This design comes from an exercise in tuning for small area, a short achievable clock period and few clock cycles per item on the open sky130 flow, not from production work.
No functional check of the RTL was part of this run.

File: flow/standard.sh
#!/bin/bash
# synth_recipe.tcl (not shown) runs the flow's synth.tcl, then flattens the netlist and writes it again
# the make line also repeats each setting of config.mk as NAME=value (left out here)
make -C /OpenROAD-flow-scripts/flow DESIGN_CONFIG=/design/flow/config.mk WORK_HOME=/design/flow/orfs CLKGATE_MAP_FILE= SYNTH_SCRIPT=/design/flow/synth_recipe.tcl "${@:-finish}"
File: flow/flow/abc_map.script
strash
dch -f
map -D 4000
topo
buffer -c
upsize -D 4000
dnsize -D 4000
stime -p
File: flow/constraint.sdc
create_clock -name core_clock -period 25.0 [get_ports {clk}]
set_input_delay 5.0000 -clock core_clock [delete_from_list [all_inputs] [get_ports {clk}]]
set_output_delay 5.0000 -clock core_clock [all_outputs]
set_load 0.01 [all_outputs]
File: flow/config.mk
export PLATFORM = sky130hd
export DESIGN_NAME = Divider_Modulo
export DESIGN_NICKNAME = Divider_Modulo
export VERILOG_FILES = /design/flow/design.v
export SDC_FILE = /design/flow/constraint.sdc
export NUM_CORES = 4
export LEC_CHECK = 0
export CAP_MARGIN = 20
export CORE_MARGIN = 2
export CORE_UTILIZATION = 40
export CTS_CLUSTER_DIAMETER = 100
export CTS_CLUSTER_SIZE = 25
export GPL_TIMING_DRIVEN = 0
export SLEW_MARGIN = 20
File: flow/flow/synth_wrap.tcl
# The standard synthesis (synth_recipe.tcl, sourced unchanged), with one
# change: the ABC technology-mapping call runs flow/abc_map.script instead of
# ORFS's abc_speed.script. Everything else, including register naming,
# flattening and renaming, is the standard synthesis.
proc abc {args} {
  set i [lsearch -exact $args -script]
  if {$i >= 0} { set args [lreplace $args $i [expr {$i + 1}] -script $::env(MY_ABC_SCRIPT)] }
  yosys abc {*}$args
}
source $::env(FLOW_SYNTH_TCL)
File: flow/design.v
module cas (divisor, dividend, quotient, cin, cout, remainder);
input wire divisor, dividend, quotient, cin;
output wire cout, remainder;
assign remainder = (quotient ^ divisor) ^ dividend ^ cin;
assign cout = ((quotient ^ divisor)&dividend) | ((quotient ^ divisor)&cin) | (cin&dividend);
endmodule
module Divider_row(ndivisor, p_in, bit_in, p_out, q_out);
input  [14:0] ndivisor;
input  [14:0] p_in;
input         bit_in;
output [14:0] p_out;
output        q_out;
wire [15:0] x = {p_in, bit_in};
	wire [15:0] nd = {1'b1, ndivisor};
	wire [15:0] g0 = x & nd;
	wire [15:0] p0 = x ^ nd;
	wire [16:0] c;
	assign c[0] = 1'b1;
	wire [7:0] GG, GP;
	assign GG[0] = (g0[1] | (p0[1] & (g0[0] | p0[0])));
	assign GP[0] = (p0[1] & p0[0]);
	assign GG[1] = (g0[3] | (p0[3] & g0[2]));
	assign GP[1] = (p0[3] & p0[2]);
	assign GG[2] = (g0[5] | (p0[5] & g0[4]));
	assign GP[2] = (p0[5] & p0[4]);
	assign GG[3] = (g0[7] | (p0[7] & g0[6]));
	assign GP[3] = (p0[7] & p0[6]);
	assign GG[4] = (g0[9] | (p0[9] & g0[8]));
	assign GP[4] = (p0[9] & p0[8]);
	assign GG[5] = (g0[11] | (p0[11] & g0[10]));
	assign GP[5] = (p0[11] & p0[10]);
	assign GG[6] = (g0[13] | (p0[13] & g0[12]));
	assign GP[6] = (p0[13] & p0[12]);
	assign GG[7] = (g0[15] | (p0[15] & g0[14]));
	assign GP[7] = (p0[15] & p0[14]);
	wire [7:0] G0 = GG, P0 = GP;
	wire [7:0] G1, P1;
	assign G1[0] = G0[0];
	assign P1[0] = P0[0];
	assign G1[1] = G0[1] | (P0[1] & G0[0]);
	assign P1[1] = P0[1] & P0[0];
	assign G1[2] = G0[2];
	assign P1[2] = P0[2];
	assign G1[3] = G0[3] | (P0[3] & G0[2]);
	assign P1[3] = P0[3] & P0[2];
	assign G1[4] = G0[4];
	assign P1[4] = P0[4];
	assign G1[5] = G0[5] | (P0[5] & G0[4]);
	assign P1[5] = P0[5] & P0[4];
	assign G1[6] = G0[6];
	assign P1[6] = P0[6];
	assign G1[7] = G0[7] | (P0[7] & G0[6]);
	assign P1[7] = P0[7] & P0[6];
	wire [7:0] G2, P2;
	assign G2[0] = G1[0];
	assign P2[0] = P1[0];
	assign G2[1] = G1[1];
	assign P2[1] = P1[1];
	assign G2[2] = G1[2] | (P1[2] & G1[1]);
	assign P2[2] = P1[2] & P1[1];
	assign G2[3] = G1[3] | (P1[3] & G1[1]);
	assign P2[3] = P1[3] & P1[1];
	assign G2[4] = G1[4];
	assign P2[4] = P1[4];
	assign G2[5] = G1[5];
	assign P2[5] = P1[5];
	assign G2[6] = G1[6] | (P1[6] & G1[5]);
	assign P2[6] = P1[6] & P1[5];
	assign G2[7] = G1[7] | (P1[7] & G1[5]);
	assign P2[7] = P1[7] & P1[5];
	wire [7:0] G3, P3;
	assign G3[0] = G2[0];
	assign P3[0] = P2[0];
	assign G3[1] = G2[1];
	assign P3[1] = P2[1];
	assign G3[2] = G2[2];
	assign P3[2] = P2[2];
	assign G3[3] = G2[3];
	assign P3[3] = P2[3];
	assign G3[4] = G2[4] | (P2[4] & G2[3]);
	assign P3[4] = P2[4] & P2[3];
	assign G3[5] = G2[5] | (P2[5] & G2[3]);
	assign P3[5] = P2[5] & P2[3];
	assign G3[6] = G2[6] | (P2[6] & G2[3]);
	assign P3[6] = P2[6] & P2[3];
	assign G3[7] = G2[7] | (P2[7] & G2[3]);
	assign P3[7] = P2[7] & P2[3];
	assign c[1] = g0[0] | (p0[0] & c[0]);
	assign c[2] = G3[0];
	assign c[3] = g0[2] | (p0[2] & c[2]);
	assign c[4] = G3[1];
	assign c[5] = g0[4] | (p0[4] & c[4]);
	assign c[6] = G3[2];
	assign c[7] = g0[6] | (p0[6] & c[6]);
	assign c[8] = G3[3];
	assign c[9] = g0[8] | (p0[8] & c[8]);
	assign c[10] = G3[4];
	assign c[11] = g0[10] | (p0[10] & c[10]);
	assign c[12] = G3[5];
	assign c[13] = g0[12] | (p0[12] & c[12]);
	assign c[14] = G3[6];
	assign c[15] = g0[14] | (p0[14] & c[14]);
	assign c[16] = G3[7];
	wire [15:0] s = p0 ^ c[15:0];
	assign q_out = c[16];
	assign p_out = q_out ? s[14:0] : x[14:0];
endmodule
module Divider_Modulo (clk , reset, mode, valid_in, divisor, dividend, result, valid_out);
input wire clk, reset, mode, valid_in;
input wire [31:0] dividend;
input wire [15:0] divisor;
output reg valid_out;
output wire [31:0] result;
localparam [16:0] CUT = 17'b0_0100_1001_0010_0100;
reg        v_in;
reg        m_in;
reg [31:0] dd_in;
reg [14:0] dv_in;    
always @(posedge clk or posedge reset)
	if (reset) v_in <= 1'b0;
	else       v_in <= valid_in;
always @(posedge clk) begin
	m_in  <= mode;
	dd_in <= dividend;
	dv_in <= ~divisor[14:0];
end
wire [14:0] p   [0:17];
wire [16:0] s   [0:17];
wire [14:0] d   [0:17];    
wire        m   [0:17];
wire        v   [0:17];
assign p[0] = dd_in[31:17];
assign s[0] = dd_in[16:0];
assign d[0] = dv_in;
assign m[0] = m_in;
assign v[0] = v_in;
genvar i;
generate for (i = 0; i < 17; i = i + 1) begin : row
	wire [14:0] p_n;
	wire        q_n;
	Divider_row r (
		.ndivisor (d[i]),
		.p_in    (p[i]),
		.bit_in  (s[i][16]),
		.p_out   (p_n),
		.q_out   (q_n)
	);
	if (CUT[i]) begin : cut
		reg [14:0] p_r;
		reg [16:0] s_r;
		reg [14:0] d_r;
		reg        m_r;
		reg        v_r;
		always @(posedge clk or posedge reset)
			if (reset) v_r <= 1'b0;
			else       v_r <= v[i];
		always @(posedge clk) begin
			p_r <= p_n;
			s_r <= {s[i][15:0], q_n};
			d_r <= d[i];
			m_r <= m[i];
		end
		assign p[i+1] = p_r;
		assign s[i+1] = s_r;
		assign d[i+1] = d_r;
		assign m[i+1] = m_r;
		assign v[i+1] = v_r;
	end else begin : nocut
		assign p[i+1] = p_n;
		assign s[i+1] = {s[i][15:0], q_n};
		assign d[i+1] = d[i];
		assign m[i+1] = m[i];
		assign v[i+1] = v[i];
	end
end endgenerate
reg [16:0] res_r;
always @(posedge clk or posedge reset)
	if (reset) valid_out <= 1'b0;
	else       valid_out <= v[17];
always @(posedge clk)
	res_r <= m[17] ? {2'b0, p[17]} : s[17];
assign result = {15'b0, res_r};
endmodule
File: flow/flow/run.sh
#!/bin/bash
# The standard layout (the standard.sh) with four changes:
#  - synthesis maps with flow/abc_map.script (see flow/synth_wrap.tcl);
#  - no full/half-adder cell extraction (ADDER_MAP_FILE empty), so ABC maps
#    the adders' logic freely;
#  - ports are buffered with a fixed buffer cell instead of the one
#    buffer_ports picks by default;
#  - after placement repair, flow/upsize.tcl upsizes the drivers of
#    high-fanout nets (before detailed placement legalizes them).
set -euo pipefail
export FLOW_SYNTH_TCL="$PWD/synth_recipe.tcl"
export MY_ABC_SCRIPT="$PWD/flow/abc_map.script"
export UPSIZE_FANOUT=8
bash standard.sh "SYNTH_SCRIPT=$PWD/flow/synth_wrap.tcl" "ADDER_MAP_FILE=" \
  "BUFFER_PORTS_ARGS=-buffer_cell sky130_fd_sc_hd__buf_2" \
  "POST_RESIZE_TCL=$PWD/flow/upsize.tcl" finish > make_finish.log 2>&1
File: flow/flow/upsize.tcl
# Upsize the drivers of high-fanout signal nets. With the design's long
# clock period the standard repair leaves these gates at minimum size, so
# the wide selects of the divider rows switch slowly. Sizing depends only on
# each net's fanout, not on any timing constraint.
set n_up 0
foreach net [get_nets *] {
  set loads [get_pins -quiet -of_objects $net -filter "direction == input"]
  set fo [llength $loads]
  if {$fo < $::env(UPSIZE_FANOUT)} { continue }
  set drv [get_pins -quiet -of_objects $net -filter "direction == output"]
  if {[llength $drv] != 1} { continue }
  set inst [get_cells -of_objects $drv]
  set cell [get_property $inst ref_name]
  if {![regexp {^(sky130_fd_sc_hd__[a-z0-9]+)_([0-9]+)$} $cell -> base size]} { continue }
  if {[regexp {df|dl|clk|conb|buf} $base]} { continue }
  set want [expr {$fo >= 2 * $::env(UPSIZE_FANOUT) ? 4 : 2}]
  if {$size >= $want} { continue }
  foreach s [list $want 2] {
    if {$s <= $size} { continue }
    set lc [get_lib_cells -quiet */${base}_$s]
    if {[llength $lc] == 1 && ![get_property $lc dont_use]} {
      replace_cell $inst $lc
      incr n_up
      break
    }
  }
}
puts "upsize.tcl: upsized $n_up drivers"
==> run notes <==
flip-flops by register name, indices dropped and copies added, names as in the netlist:
register	count
row.cut.v_r	5
dd_in	32
res_r	17
dv_in	15
valid_out	1
row.cut.s_r	85
m_in	1
row.cut.p_r	75
row.cut.m_r	5
v_in	1
row.cut.d_r	75
through the flow:
stage	std cells	utilization
2_1_floorplan	2956	-
3_3_place_gp	3639	0.427
3_5_place_dp	3639	0.427
4_1_cts	3665	0.439
5_1_grt	3665	0.439
6_report	3665	0.439
cells by family after synthesis:
| group | synth area share |
|---|---|
| compound gates | 0.172 |
| buf+inv | 0.106 |
| mux | 0.00387 |
| flops | 0.329 |
| other cells | 0.000197 |
| simple gates | 0.298 |
| xor+xnor | 0.0910 |
metal layers:
| layer | wire length, µm | part of all wire | up-vias | GRT usage |
|---|---|---|---|---|
| met4 | 1590 | 0.034 | 0 | 0.0636 |
| met1 | 19200 | 0.41 | 8046 | 0.201 |
| li1 | - | - | 9437 | - |
| met2 | 24400 | 0.52 | 270 | 0.372 |
| met3 | 1370 | 0.029 | 82 | 0.0167 |
| met5 | 0 | 0 | - | 0 |
how the worst min path moves through the flow:
stage | slack [ns] | start | cells after the start | to
final | 0.33 | row[11].cut.s_r[13] | 0 | row[14].cut.s_r[16]
after global routing | 0.34 | row[2].cut.m_r | 0 | row[5].cut.m_r
after CTS | 0.33 | row[5].cut.s_r[12] | 0 | row[8].cut.s_r[15]
after detailed placement | 0.31 | row[8].cut.s_r[10] | 0 | row[11].cut.s_r[13]
after global placement | 0.31 | row[8].cut.s_r[9] | 0 | row[11].cut.s_r[12]
after floorplan | 0.31 | row[8].cut.m_r | 0 | row[11].cut.m_r
synthesized netlist by cell type (all sizes together) (3+ instances only):
library cell  count  area, µm²
a21boi           10        101
and2              8       50.1
nor3             46        245
nor3b             3       22.5
xnor2            62        543
a221o             3       30.0
nand2           494       1870
a2111oi           4       78.8
or2              30        188
xor2            136       1190
a211oi           13        103
o22ai             5       31.3
mux2i             7       73.8
nand3b           13       97.6
o21bai           17        143
o311ai            3       43.8
nand3            62        335
o31ai            10        118
clkbuf            7       27.5
o21ai           259       1330
nor4              3       18.8
a22oi             5       42.5
buf              53        382
inv             430       1610
o221ai            7       73.8
o21a             11       82.6
a221oi            4       47.6
o221a             3       33.8
nand4            11       68.8
dfxtp           305       6110
a21oi           156        807
nor2            728       2780
dfrtp             7        175
a31oi            16        113
final cells by class:
type | instances | area, µm² | share of cell area
Inverter | 430 | 1610 | 0.0777
Tap cell | 615 | 769 | 0.0371
Clock buffer | 21 | 460 | 0.0222
Timing Repair Buffer | 68 | 340 | 0.0164
Clock inverter | 5 | 77.6 | 0.00374
Multi-Input combinational cell | 2154 | 10800 | 0.521
Buffer | 60 | 409 | 0.0197
Sequential cell | 312 | 6280 | 0.302
worst reg2reg max path, delay by kind of cell (launching register included):
kind                   cells  cell delay [ns]
buffers and inverters      9             1.45
AND/OR/NAND/NOR           19             2.57
AO/OA/AOI/OAI              8             1.65
flip-flops                 1             0.49
==> impl_metrics.toml <==
[worst_setup_path]
worst-path-max-fanout = 10
crit_cells = 36
max_stage_delay_ns = 0.49
rrSetupSlack_ns = 18.72
arrival_ns = 6.69
critPathLaunch = "dv_in[7]"
worstSetupEndpointType = "flip-flop"
cp_delay_by_family_top = "simple AND/OR/NAND/NOR gates"
path_class = "reg -> reg"
worst_r2r_path_depth = 36
start_kind = "flip-flop"
worst-endpoint-required_ns = 25.41
timing.rr.end = "row[2].cut.p_r[13]"
setup.worst_path.end = "row[2].cut.p_r[13]"
crit_buf_inv = 9
rr_startpoint = "dv_in[7]"
worst_path_max_delay_cell = "dfxtp_1"

[cells_and_area]
post_route_cells_drive_above_1_share = 0.0843
syn2layout_area_growth_pct = 8.93
num_antenna_cells = 0
layout.cells.most_common = "nor2_1"
finish.instance_area_um2 = 20800
nets = 3095
final.fill_count = 4934
mostFrequentLayoutCells = "nor2_1 (716), nand2_1 (488), inv_1 (414), dfxtp_1 (305), o21ai_0 (184)"

[timing]
whs_ns = 0.326
final.period_utilization = 0.251
worstMarginPinSlew_ns = 0.619
hold_viol = 0
report.final.setup_viol = 0
report.final.slew_viol_count = 0
rsz0062_at_grt = "no"
setup_tns_ns = 0
finalWorstPathRequiredPeriod_ns = 6.28
postLayoutSetupSlackWorst_ns = 18.72
timing.fmax_ghz = 0.159
maxSlewHeadroom = 0.582
fin_worst_skew_ns = 0.0133

[placement]
post-place-ws_ns = 18.74
dpl_cell_area_um2 = 20200
hpwl_mm = 38.8
gp_congestion = 0.879
port_buffers = 68

[die]
floorplan.io_pins = 85
rows = 80
design.core.area_um2 = 47300
fp.dieArea_um2 = 49400
die_h_um = 222
initial_core_utilization = 0.403
die_w_um = 222

[logic_synthesis]
ys_types = 73
dominantRegCellSynth = "dfxtp_1"
seq_cells_post_synth = 312
syn_std_cell_area_um2 = 19100
async_reset_ff_frac = 0.0224
syn_inst = 2942
synth_enable_flop_cells = 0
synthesis.area_per_instance_um2 = 6.48
synth_seq_area_share = 0.329
yosysWarningCount = 1

[job]
cap_viol_max_count = 0

[route]
detailroute.via_count = 17835
detail_route.first_pass.iterations = 5
drtIter0Drc = 928
detail_route.wl_per_cell_um = 12.7
drt_wl_total_mm = 46.6
antenna_violating_nets_post_route = 0
routed_via_density = 4.87
detail_route.drc_violations = 0

[clock_network]
clkLatencyLatePin_ns = 0.53
post-cts-setup-buffers = 0
tritoncts = "yes"
cts_buffer_depth = 3
cts_repair_resize_count = 0
ctsHoldBuffers = 0
h-tree-depth = 1
cts_bufs_inserted = 17
cts-root-buf = "clkbuf_16"
cts.clk_slew.worst_paths_ns = 0.10
tritoncts_num_sinks = 312

[global_routing]
wire_length_of_the_first_global_routing_pass_mm = 77.3
globalRoute.totalOverflow = 0
grt_start_max_net_pins = 27
groute.usage.overall = 0.186
grt_pass1_vias = 16945
antenna_violations_before_repair = 0

[outcome]
status = "no timing/DRC/antenna violations"

[worst_hold_path]
holdCritPathClass = "reg -> reg"

[port drivers added, routing unchanged]
In the flow no input, the clock included, has a driving cell. The finished layout below was timed again as built, in two steps. Step 1 (the two cells are an assumption about what drives the block):
set clk [get_ports {clk}]
set_driving_cell -lib_cell sky130_fd_sc_hd__clkbuf_16 $clk
set_driving_cell -lib_cell sky130_fd_sc_hd__buf_2 [delete_from_list [all_inputs] $clk]
Step 2, shift: input delay + t, output delay - t, t = (earliest + latest rising clock arrival at the registers) / 2. This alone moves slack from input paths to output paths. Three values: ideal, step 1, step 2; two values: the first two.
t, ns: 0.577
setup slack, ns: 18.721 / 18.721 / 18.721
slew at the worst register clock pin (ns): 0.10 / 0.10
After both steps setup and hold are still met in this run. The setup slack of this run moves by 0.000 ns with the drivers and by 0.000 ns with both steps.
